Background: an optimization exercise with open tools, aiming at small area, a short achievable clock period and few clock cycles. Do not read the settings as production practice. At most, simulation tests tie the RTL to the original design; equivalence was not proved.

==> harbor <==
==> flow/design.v (excerpt) <==
module keccak(clk, reset, in, in_ready, is_last, byte_num, buffer_full, out, out_ready);
==> module keccak, before the edit <==
module keccak(clk, reset, in, in_ready, is_last, byte_num, buffer_full, out, out_ready);
    input              clk, reset;
    input      [31:0]  in;
    input              in_ready, is_last;
    input      [1:0]   byte_num;
    output             buffer_full;
    output     [511:0] out;
    output reg         out_ready;
    reg       [1599:0] st;      
    reg        [4:0]   wc;      
    reg        [4:0]   rnd;     
    reg                perm;    
    reg                fin;     
    wire               accept = in_ready & ~buffer_full;
    wire               blk_end = accept & (is_last | (wc == 5'd17));
    wire       [31:0]  padded, word, w;
    wire       [63:0]  rc;
    wire     [1599:0]  chi_out, round_out, absorbed, st_next;
    wire               p = perm & ~reset;      
    wire               h = ~perm & ~reset;     
    assign buffer_full = perm | fin;
    padder1 padder1_ (in, byte_num, padded);
    assign word = is_last ? padded : in;
    assign w = {word[7:0], word[15:8], word[23:16], word[31:24]};
    rconst rconst_ (rnd, rc);
    round  round_  (st, chi_out);
    assign round_out = {chi_out[1599:64], chi_out[63:0] ^ rc};
    always @ (posedge clk)
      if (reset) begin
        wc <= 0; rnd <= 0; perm <= 0; fin <= 0; out_ready <= 0;
      end else begin
        if (accept)
          wc <= blk_end ? 5'd0 : wc + 5'd1;
        if (blk_end)
          perm <= 1;
        if (accept & is_last)
          fin <= 1;
        if (perm) begin
          rnd <= (rnd == 5'd23) ? 5'd0 : rnd + 5'd1;
          if (rnd == 5'd23) begin
            perm <= 0;
            if (fin) out_ready <= 1;
          end
        end
      end
    genvar j, k;
    generate
      for (j = 0; j < 18; j = j + 1) begin : ABS
        wire e = accept & (wc == j);
        for (k = 0; k < 32; k = k + 1) begin : B
          if (j == 17 && k == 31)
            assign absorbed[32*j + k] = st[32*j + k] ^ (w[k] & e) ^ (accept & is_last);
          else
            kab ab (st[32*j + k], w[k], e, absorbed[32*j + k]);
        end
      end
    endgenerate
    assign absorbed[1599:576] = st[1599:576];
    generate
      for (j = 0; j < 1600; j = j + 1) begin : NX
        knx nx (p, round_out[j], h, absorbed[j], st_next[j]);
      end
    endgenerate
    always @ (posedge clk)
      st <= st_next;
    generate
      for (j = 0; j < 64; j = j + 1) begin : OUT
        assign out[511-8*j -: 8] = st[8*j +: 8];
      end
    endgenerate
endmodule
==> module padder1, before the edit <==
module padder1(in, byte_num, out);
    input      [31:0] in;
    input      [1:0]  byte_num;
    output reg [31:0] out;
    always @ (*)
      case (byte_num)
        2'd0: out = 32'h06000000;
        2'd1: out = {in[31:24], 24'h060000};
        2'd2: out = {in[31:16], 16'h0600};
        default: out = {in[31:8], 8'h06};
      endcase
endmodule
==> module round, before the edit <==
module round(in, out);
    input  [1599:0] in;
    output [1599:0] out;
    wire   [63:0]   c01[0:4], c23[0:4], c4[0:4], c[0:4], d[0:4];
    wire   [63:0]   b[0:24];
    wire [1599:0]   t;
    genvar x, y, z;
    function integer rho;
        input integer k;
        case (k)
          0: rho = 0;   1: rho = 1;   2: rho = 62;  3: rho = 28;  4: rho = 27;
          5: rho = 36;  6: rho = 44;  7: rho = 6;   8: rho = 55;  9: rho = 20;
          10: rho = 3;  11: rho = 10; 12: rho = 43; 13: rho = 25; 14: rho = 39;
          15: rho = 41; 16: rho = 45; 17: rho = 15; 18: rho = 21; 19: rho = 8;
          20: rho = 18; 21: rho = 2;  22: rho = 61; 23: rho = 56; default: rho = 14;
        endcase
    endfunction
    generate
      for (x = 0; x < 5; x = x + 1) begin : TC
        for (z = 0; z < 64; z = z + 1) begin : Z
          kx2 x01 (in[64*x + z],      in[64*(x+5) + z],  c01[x][z]);
          kx2 x23 (in[64*(x+10) + z], in[64*(x+15) + z], c23[x][z]);
          kx2 x03 (c01[x][z], c23[x][z], c4[x][z]);
          kx2 x04 (c4[x][z], in[64*(x+20) + z], c[x][z]);
        end
      end
      for (x = 0; x < 5; x = x + 1) begin : TD
        for (z = 0; z < 64; z = z + 1) begin : Z
          kx2 xd (c[(x+4)%5][z], c[(x+1)%5][(z+63)%64], d[x][z]);
        end
      end
      for (y = 0; y < 5; y = y + 1) begin : RY
        for (x = 0; x < 5; x = x + 1) begin : RX
          for (z = 0; z < 64; z = z + 1) begin : Z
            kx2 xt (in[64*(x+5*y) + z], d[x][z], t[64*(x+5*y) + z]);
          end
          assign b[y + 5*((2*x+3*y)%5)] = {t[64*(x+5*y) +: 64], t[64*(x+5*y) +: 64]} >> (64 - rho(x+5*y));
        end
      end
      for (y = 0; y < 5; y = y + 1) begin : CY
        for (x = 0; x < 5; x = x + 1) begin : CX
          for (z = 0; z < 64; z = z + 1) begin : Z
            kchi ch (b[x+5*y][z], b[(x+1)%5+5*y][z], b[(x+2)%5+5*y][z], out[64*(x+5*y) + z]);
          end
        end
      end
    endgenerate
endmodule
==> module knx, before the edit <==
module knx(p, r, h, s, y);
    input p, r, h, s;
    output y;
    assign y = (p & r) | (h & s);
endmodule
==> module kab, before the edit <==
module kab(s, w, e, y);
    input s, w, e;
    output y;
    assign y = s ^ (w & e);
endmodule
==> module kx2, before the edit <==
module kx2(a, b, y);
    input a, b;
    output y;
    assign y = a ^ b;
endmodule
==> module kxn, before the edit <==
module kxn(a, b, y);
    input a, b;
    output y;
    assign y = ~(a ^ b);
endmodule
==> module kan, before the edit <==
module kan(b, c, y);
    input b, c;
    output y;
    assign y = b | ~c;
endmodule
==> module kchi, before the edit <==
module kchi(a, b, c, y);
    input a, b, c;
    output y;
    wire t;
    kan an (b, c, t);
    kxn xo (a, t, y);
endmodule
Settings: LEC_CHECK=0, CAP_MARGIN=20, CORE_MARGIN=2, CORE_UTILIZATION=25, GPL_ROUTABILITY_DRIVEN=1, PLACE_DENSITY=0.35, SLEW_MARGIN=20, SYNTH_HIERARCHICAL=1; clock period 5.5 ns.
run.sh (not shown) runs the stock make flow with config.mk's settings and CLKGATE_MAP_FILE= SYNTH_SCRIPT=/design/flow/synth_recipe.tcl, a recipe that flattens the netlist after the stock synthesis.
==> sierra: changes against harbor <==
--- a/flow/design.v
+++ b/flow/design.v
@@ -12,35 +12,32 @@
     reg                perm;    
     reg                fin;     
-    wire               accept = in_ready & ~buffer_full;
+    reg                bf;      
+    wire               accept = in_ready & ~bf;
     wire               blk_end = accept & (is_last | (wc == 5'd17));
-    wire       [31:0]  padded, word, w;
+    wire               last_rnd = perm & (rnd == 5'd23);
+    wire               perm_n = blk_end | (perm & ~last_rnd);
+    wire               fin_n = fin | (accept & is_last);
+    wire       [31:0]  word, w;
     wire       [63:0]  rc;
-    wire     [1599:0]  chi_out, round_out, absorbed, st_next;
-    wire               p = perm & ~reset;      
-    wire               h = ~perm & ~reset;     
-    assign buffer_full = perm | fin;
-    padder1 padder1_ (in, byte_num, padded);
-    assign word = is_last ? padded : in;
+    wire     [1599:0]  round_out, absorbed, st_next;
+    wire       [63:0]  p, h;    
+    assign buffer_full = bf;
+    padder1 padder1_ (in, is_last, byte_num, word);
     assign w = {word[7:0], word[15:8], word[23:16], word[31:24]};
     rconst rconst_ (rnd, rc);
-    round  round_  (st, chi_out);
-    assign round_out = {chi_out[1599:64], chi_out[63:0] ^ rc};
+    round  round_  (st, rc, round_out);
     always @ (posedge clk)
       if (reset) begin
-        wc <= 0; rnd <= 0; perm <= 0; fin <= 0; out_ready <= 0;
+        wc <= 0; rnd <= 0; perm <= 0; fin <= 0; bf <= 0; out_ready <= 0;
       end else begin
         if (accept)
           wc <= blk_end ? 5'd0 : wc + 5'd1;
-        if (blk_end)
-          perm <= 1;
-        if (accept & is_last)
-          fin <= 1;
-        if (perm) begin
-          rnd <= (rnd == 5'd23) ? 5'd0 : rnd + 5'd1;
-          if (rnd == 5'd23) begin
-            perm <= 0;
-            if (fin) out_ready <= 1;
-          end
-        end
+        perm <= perm_n;
+        fin <= fin_n;
+        bf <= perm_n | fin_n;
+        if (perm)
+          rnd <= last_rnd ? 5'd0 : rnd + 5'd1;
+        if (last_rnd & fin)
+          out_ready <= 1;
       end
     genvar j, k;
@@ -58,6 +55,9 @@
     assign absorbed[1599:576] = st[1599:576];
     generate
+      for (j = 0; j < 64; j = j + 1) begin : CT
+        kctl ct (perm, reset, p[j], h[j]);
+      end
       for (j = 0; j < 1600; j = j + 1) begin : NX
-        knx nx (p, round_out[j], h, absorbed[j], st_next[j]);
+        knx nx (p[j % 64], round_out[j], h[j % 64], absorbed[j], st_next[j]);
       end
     endgenerate
@@ -70,15 +70,17 @@
     endgenerate
 endmodule
-module padder1(in, byte_num, out);
+module padder1(in, is_last, byte_num, out);
     input      [31:0] in;
+    input             is_last;
     input      [1:0]  byte_num;
-    output reg [31:0] out;
-    always @ (*)
-      case (byte_num)
-        2'd0: out = 32'h06000000;
-        2'd1: out = {in[31:24], 24'h060000};
-        2'd2: out = {in[31:16], 16'h0600};
-        default: out = {in[31:8], 8'h06};
-      endcase
+    output     [31:0] out;
+    genvar b;
+    generate
+      for (b = 0; b < 4; b = b + 1) begin : B
+        wire keep = ~is_last | (byte_num > b);
+        wire pad  = is_last & (byte_num == b);
+        assign out[31-8*b -: 8] = (in[31-8*b -: 8] & {8{keep}}) | (8'h06 & {8{pad}});
+      end
+    endgenerate
 endmodule
 module knx(p, r, h, s, y);
@@ -91,4 +93,10 @@
     output y;
     assign y = s ^ (w & e);
+endmodule
+module kctl(perm, reset, p, h);
+    input perm, reset;
+    output p, h;
+    assign p = perm & ~reset;
+    assign h = ~perm & ~reset;
 endmodule
 module rconst(r, rc);
@@ -146,10 +154,12 @@
     kxn xo (a, t, y);
 endmodule
-module round(in, out);
+module round(in, rc, out);
     input  [1599:0] in;
+    input  [63:0]   rc;      
     output [1599:0] out;
     wire   [63:0]   c01[0:4], c23[0:4], c4[0:4], c[0:4], d[0:4];
     wire   [63:0]   b[0:24];
     wire [1599:0]   t;
+    wire   [63:0]   b0;      
     genvar x, y, z;
     function integer rho;
@@ -185,8 +195,17 @@
         end
       end
+      for (z = 0; z < 64; z = z + 1) begin : IO
+        if (z == 0 || z == 1 || z == 3 || z == 7 || z == 15 || z == 31 || z == 63) begin : K
+          wire ar;
+          kx2 xa (in[z], rc[z], ar);
+          kx2 xb (ar, d[0][z], b0[z]);
+        end else begin : N
+          assign b0[z] = b[0][z];
+        end
+      end
       for (y = 0; y < 5; y = y + 1) begin : CY
         for (x = 0; x < 5; x = x + 1) begin : CX
           for (z = 0; z < 64; z = z + 1) begin : Z
-            kchi ch (b[x+5*y][z], b[(x+1)%5+5*y][z], b[(x+2)%5+5*y][z], out[64*(x+5*y) + z]);
+            kchi ch ((x == 0 && y == 0) ? b0[z] : b[x+5*y][z], b[(x+1)%5+5*y][z], b[(x+2)%5+5*y][z], out[64*(x+5*y) + z]);
           end
         end
==> flow/flow/run.sh (new file) <==
#!/bin/bash
# The standard ORFS flow (the standard.sh), with plain buffers instead of
# delay cells on the ports. The make output goes to flow.log; each ORFS step
# keeps its own log under orfs/logs.
set -euo pipefail
export BUFFER_PORTS_ARGS="-buffer_cell sky130_fd_sc_hd__buf_2"
bash standard.sh > flow.log 2>&1
==> flow/standard.sh (new file) <==
#!/bin/bash
# synth_recipe.tcl (not shown) runs the flow's synth.tcl, then flattens the netlist and writes it again
# the make line also repeats each setting of config.mk as NAME=value (left out here)
make -C /OpenROAD-flow-scripts/flow DESIGN_CONFIG=/design/flow/config.mk WORK_HOME=/design/flow/orfs CLKGATE_MAP_FILE= SYNTH_SCRIPT=/design/flow/synth_recipe.tcl "${@:-finish}"
CAP_MARGIN = 30   (was 20)
CORE_UTILIZATION = 40   (was 25)
GPL_TIMING_DRIVEN = 1   (was not set)
PLACE_DENSITY = 0.5   (was 0.35)
SETUP_SLACK_MARGIN = 2.5   (was not set)
SLEW_MARGIN = 30   (was 20)
removed: flow/run.sh
==> yarrow: changes against harbor <==
==> flow/design.v (replaced) <==
module keccak(clk, reset, in, in_ready, is_last, byte_num, buffer_full, out, out_ready);
    input              clk, reset;
    input      [31:0]  in;
    input              in_ready, is_last;
    input      [1:0]   byte_num;
    output             buffer_full;
    output     [511:0] out;
    output reg         out_ready;
    reg       [1599:0] st;      
    reg        [4:0]   wc;      
    reg        [4:0]   rnd;     
    reg                perm;    
    reg                fin;     
    wire               accept = in_ready & ~buffer_full;
    wire               blk_end = accept & (is_last | (wc == 5'd17));
    wire       [31:0]  padded, word;
    wire       [63:0]  rc;
    wire     [1599:0]  round_out;
    assign buffer_full = perm | fin;
    padder1 padder1_ (in, byte_num, padded);
    assign word = is_last ? padded : in;
    rconst rconst_ (rnd, rc);
    round  round_  (st, rc, round_out);
    always @ (posedge clk)
      if (reset) begin
        wc <= 0; rnd <= 0; perm <= 0; fin <= 0; out_ready <= 0;
      end else begin
        if (accept)
          wc <= blk_end ? 5'd0 : wc + 5'd1;
        if (blk_end)
          perm <= 1;
        if (accept & is_last)
          fin <= 1;
        if (perm) begin
          rnd <= (rnd == 5'd23) ? 5'd0 : rnd + 5'd1;
          if (rnd == 5'd23) begin
            perm <= 0;
            if (fin) out_ready <= 1;
          end
        end
      end
    genvar j;
    generate
      for (j = 0; j < 18; j = j + 1) begin : ABS
        always @ (posedge clk)
          if (reset)
            st[32*j +: 32] <= 0;
          else if (perm)
            st[32*j +: 32] <= round_out[32*j +: 32];
          else if (accept && wc == j)
            st[32*j +: 32] <= st[32*j +: 32]
                            ^ {word[7:0], word[15:8], word[23:16], word[31:24]}
                            ^ {(j == 17) & is_last, 31'b0};
          else if (accept && is_last && j == 17)
            st[32*j + 31] <= ~st[32*j + 31];    
      end
    endgenerate
    always @ (posedge clk)
      if (reset)
        st[1599:576] <= 0;
      else if (perm)
        st[1599:576] <= round_out[1599:576];
    generate
      for (j = 0; j < 64; j = j + 1) begin : OUT
        assign out[511-8*j -: 8] = st[8*j +: 8];
      end
    endgenerate
endmodule
module padder1(in, byte_num, out);
    input      [31:0] in;
    input      [1:0]  byte_num;
    output reg [31:0] out;
    always @ (*)
      case (byte_num)
        2'd0: out = 32'h06000000;
        2'd1: out = {in[31:24], 24'h060000};
        2'd2: out = {in[31:16], 16'h0600};
        default: out = {in[31:8], 8'h06};
      endcase
endmodule
module rconst(r, rc);
    input      [4:0]  r;
    output reg [63:0] rc;
    always @ (*)
      case (r)
        5'd0:    rc = 64'h0000000000000001;
        5'd1:    rc = 64'h0000000000008082;
        5'd2:    rc = 64'h800000000000808A;
        5'd3:    rc = 64'h8000000080008000;
        5'd4:    rc = 64'h000000000000808B;
        5'd5:    rc = 64'h0000000080000001;
        5'd6:    rc = 64'h8000000080008081;
        5'd7:    rc = 64'h8000000000008009;
        5'd8:    rc = 64'h000000000000008A;
        5'd9:    rc = 64'h0000000000000088;
        5'd10:   rc = 64'h0000000080008009;
        5'd11:   rc = 64'h000000008000000A;
        5'd12:   rc = 64'h000000008000808B;
        5'd13:   rc = 64'h800000000000008B;
        5'd14:   rc = 64'h8000000000008089;
        5'd15:   rc = 64'h8000000000008003;
        5'd16:   rc = 64'h8000000000008002;
        5'd17:   rc = 64'h8000000000000080;
        5'd18:   rc = 64'h000000000000800A;
        5'd19:   rc = 64'h800000008000000A;
        5'd20:   rc = 64'h8000000080008081;
        5'd21:   rc = 64'h8000000000008080;
        5'd22:   rc = 64'h0000000080000001;
        5'd23:   rc = 64'h8000000080008008;
        default: rc = 64'h0;
      endcase
endmodule
module round(in, round_const, out);
    input  [1599:0] in;
    input  [63:0]   round_const;
    output [1599:0] out;
    wire   [63:0]   c[0:4], d[0:4], b[0:24];
    genvar x, y;
    function integer rho;
        input integer k;
        case (k)
          0: rho = 0;   1: rho = 1;   2: rho = 62;  3: rho = 28;  4: rho = 27;
          5: rho = 36;  6: rho = 44;  7: rho = 6;   8: rho = 55;  9: rho = 20;
          10: rho = 3;  11: rho = 10; 12: rho = 43; 13: rho = 25; 14: rho = 39;
          15: rho = 41; 16: rho = 45; 17: rho = 15; 18: rho = 21; 19: rho = 8;
          20: rho = 18; 21: rho = 2;  22: rho = 61; 23: rho = 56; default: rho = 14;
        endcase
    endfunction
    generate
      for (x = 0; x < 5; x = x + 1) begin : TC
        assign c[x] = in[64*x +: 64] ^ in[64*(x+5) +: 64] ^ in[64*(x+10) +: 64]
                    ^ in[64*(x+15) +: 64] ^ in[64*(x+20) +: 64];
      end
      for (x = 0; x < 5; x = x + 1) begin : TD
        assign d[x] = c[(x+4)%5] ^ {c[(x+1)%5][62:0], c[(x+1)%5][63]};
      end
    endgenerate
    generate
      for (y = 0; y < 5; y = y + 1) begin : RY
        for (x = 0; x < 5; x = x + 1) begin : RX
          wire [63:0] t = in[64*(x+5*y) +: 64] ^ d[x];
          wire [127:0] tt = {t, t} << rho(x+5*y);
          assign b[y + 5*((2*x+3*y)%5)] = tt[127:64];
        end
      end
    endgenerate
    generate
      for (y = 0; y < 5; y = y + 1) begin : CY
        for (x = 0; x < 5; x = x + 1) begin : CX
          if (x == 0 && y == 0)
            assign out[0 +: 64] = b[0] ^ (~b[1] & b[2]) ^ round_const;
          else
            assign out[64*(x+5*y) +: 64] = b[x+5*y] ^ (~b[(x+1)%5+5*y] & b[(x+2)%5+5*y]);
        end
      end
    endgenerate
endmodule
CAP_MARGIN = 30   (was 20)
CORE_UTILIZATION = 40   (was 25)
GPL_TIMING_DRIVEN = 1   (was not set)
PLACE_DENSITY = 0.5   (was 0.35)
SETUP_SLACK_MARGIN = 2.5   (was not set)
SLEW_MARGIN = 30   (was 20)
SYNTH_HIERARCHICAL = not set   (was 1)
==> notes <==
Critical path depth is the same in yarrow and sierra. In yarrow the synthesized cell count is larger than in harbor, by 14%. Register-to-register slack, lowest first: harbor, yarrow, sierra. Global-route usage: yarrow > sierra > harbor. The highest synthesized area belongs to yarrow, the lowest to sierra. Of yarrow and harbor, yarrow has the higher cell count (gap 0.59%, measured against harbor). In sierra the clock skew is lower than in yarrow, by 27 ps. In sierra the wire length is smaller than in yarrow, by about 24%. The highest first-iteration DRC count belongs to yarrow, the lowest to harbor. Maximum frequency, lowest first: harbor, yarrow, sierra.
Testbench counts of harbor, summed over its fixed seeds: cycles 7,568.
The RTL of sierra and yarrow was laid out without a check of its function.

[port drivers added, routing unchanged]
In the flow no input, the clock included, has a driving cell. The finished layouts below were timed again as built, in two steps.
Step 1: set_driving_cell puts a clkbuf_16 on clk and a buf_2 on each other input, an assumption about the parent block.
Step 2 adds t to the input delays and takes it off the output delays; t is the mean of the earliest and latest rising clock arrival at the registers after step 1. Input paths then give back, and output paths get back, about the clock's delay inside the block.
Three values: no drivers, after step 1, after step 2; two values: the first two.
run | t, ns | setup WS [ns] | hold slack, ns
harbor | 1.117 | 0.781 / 0.781 / 0.781 | 0.467 / 0.467 / 0.467
sierra | 1.052 | 2.341 / 2.341 / 1.644 | 0.480 / 0.480 / 0.480
yarrow | 1.145 | 2.233 / 2.282 / 1.192 | 0.474 / 0.474 / 0.474
After both steps setup and hold are still met in every run listed. For yarrow, which loses most, drivers alone change the setup slack by +0.049 ns; drivers and shift together by -1.041 ns.
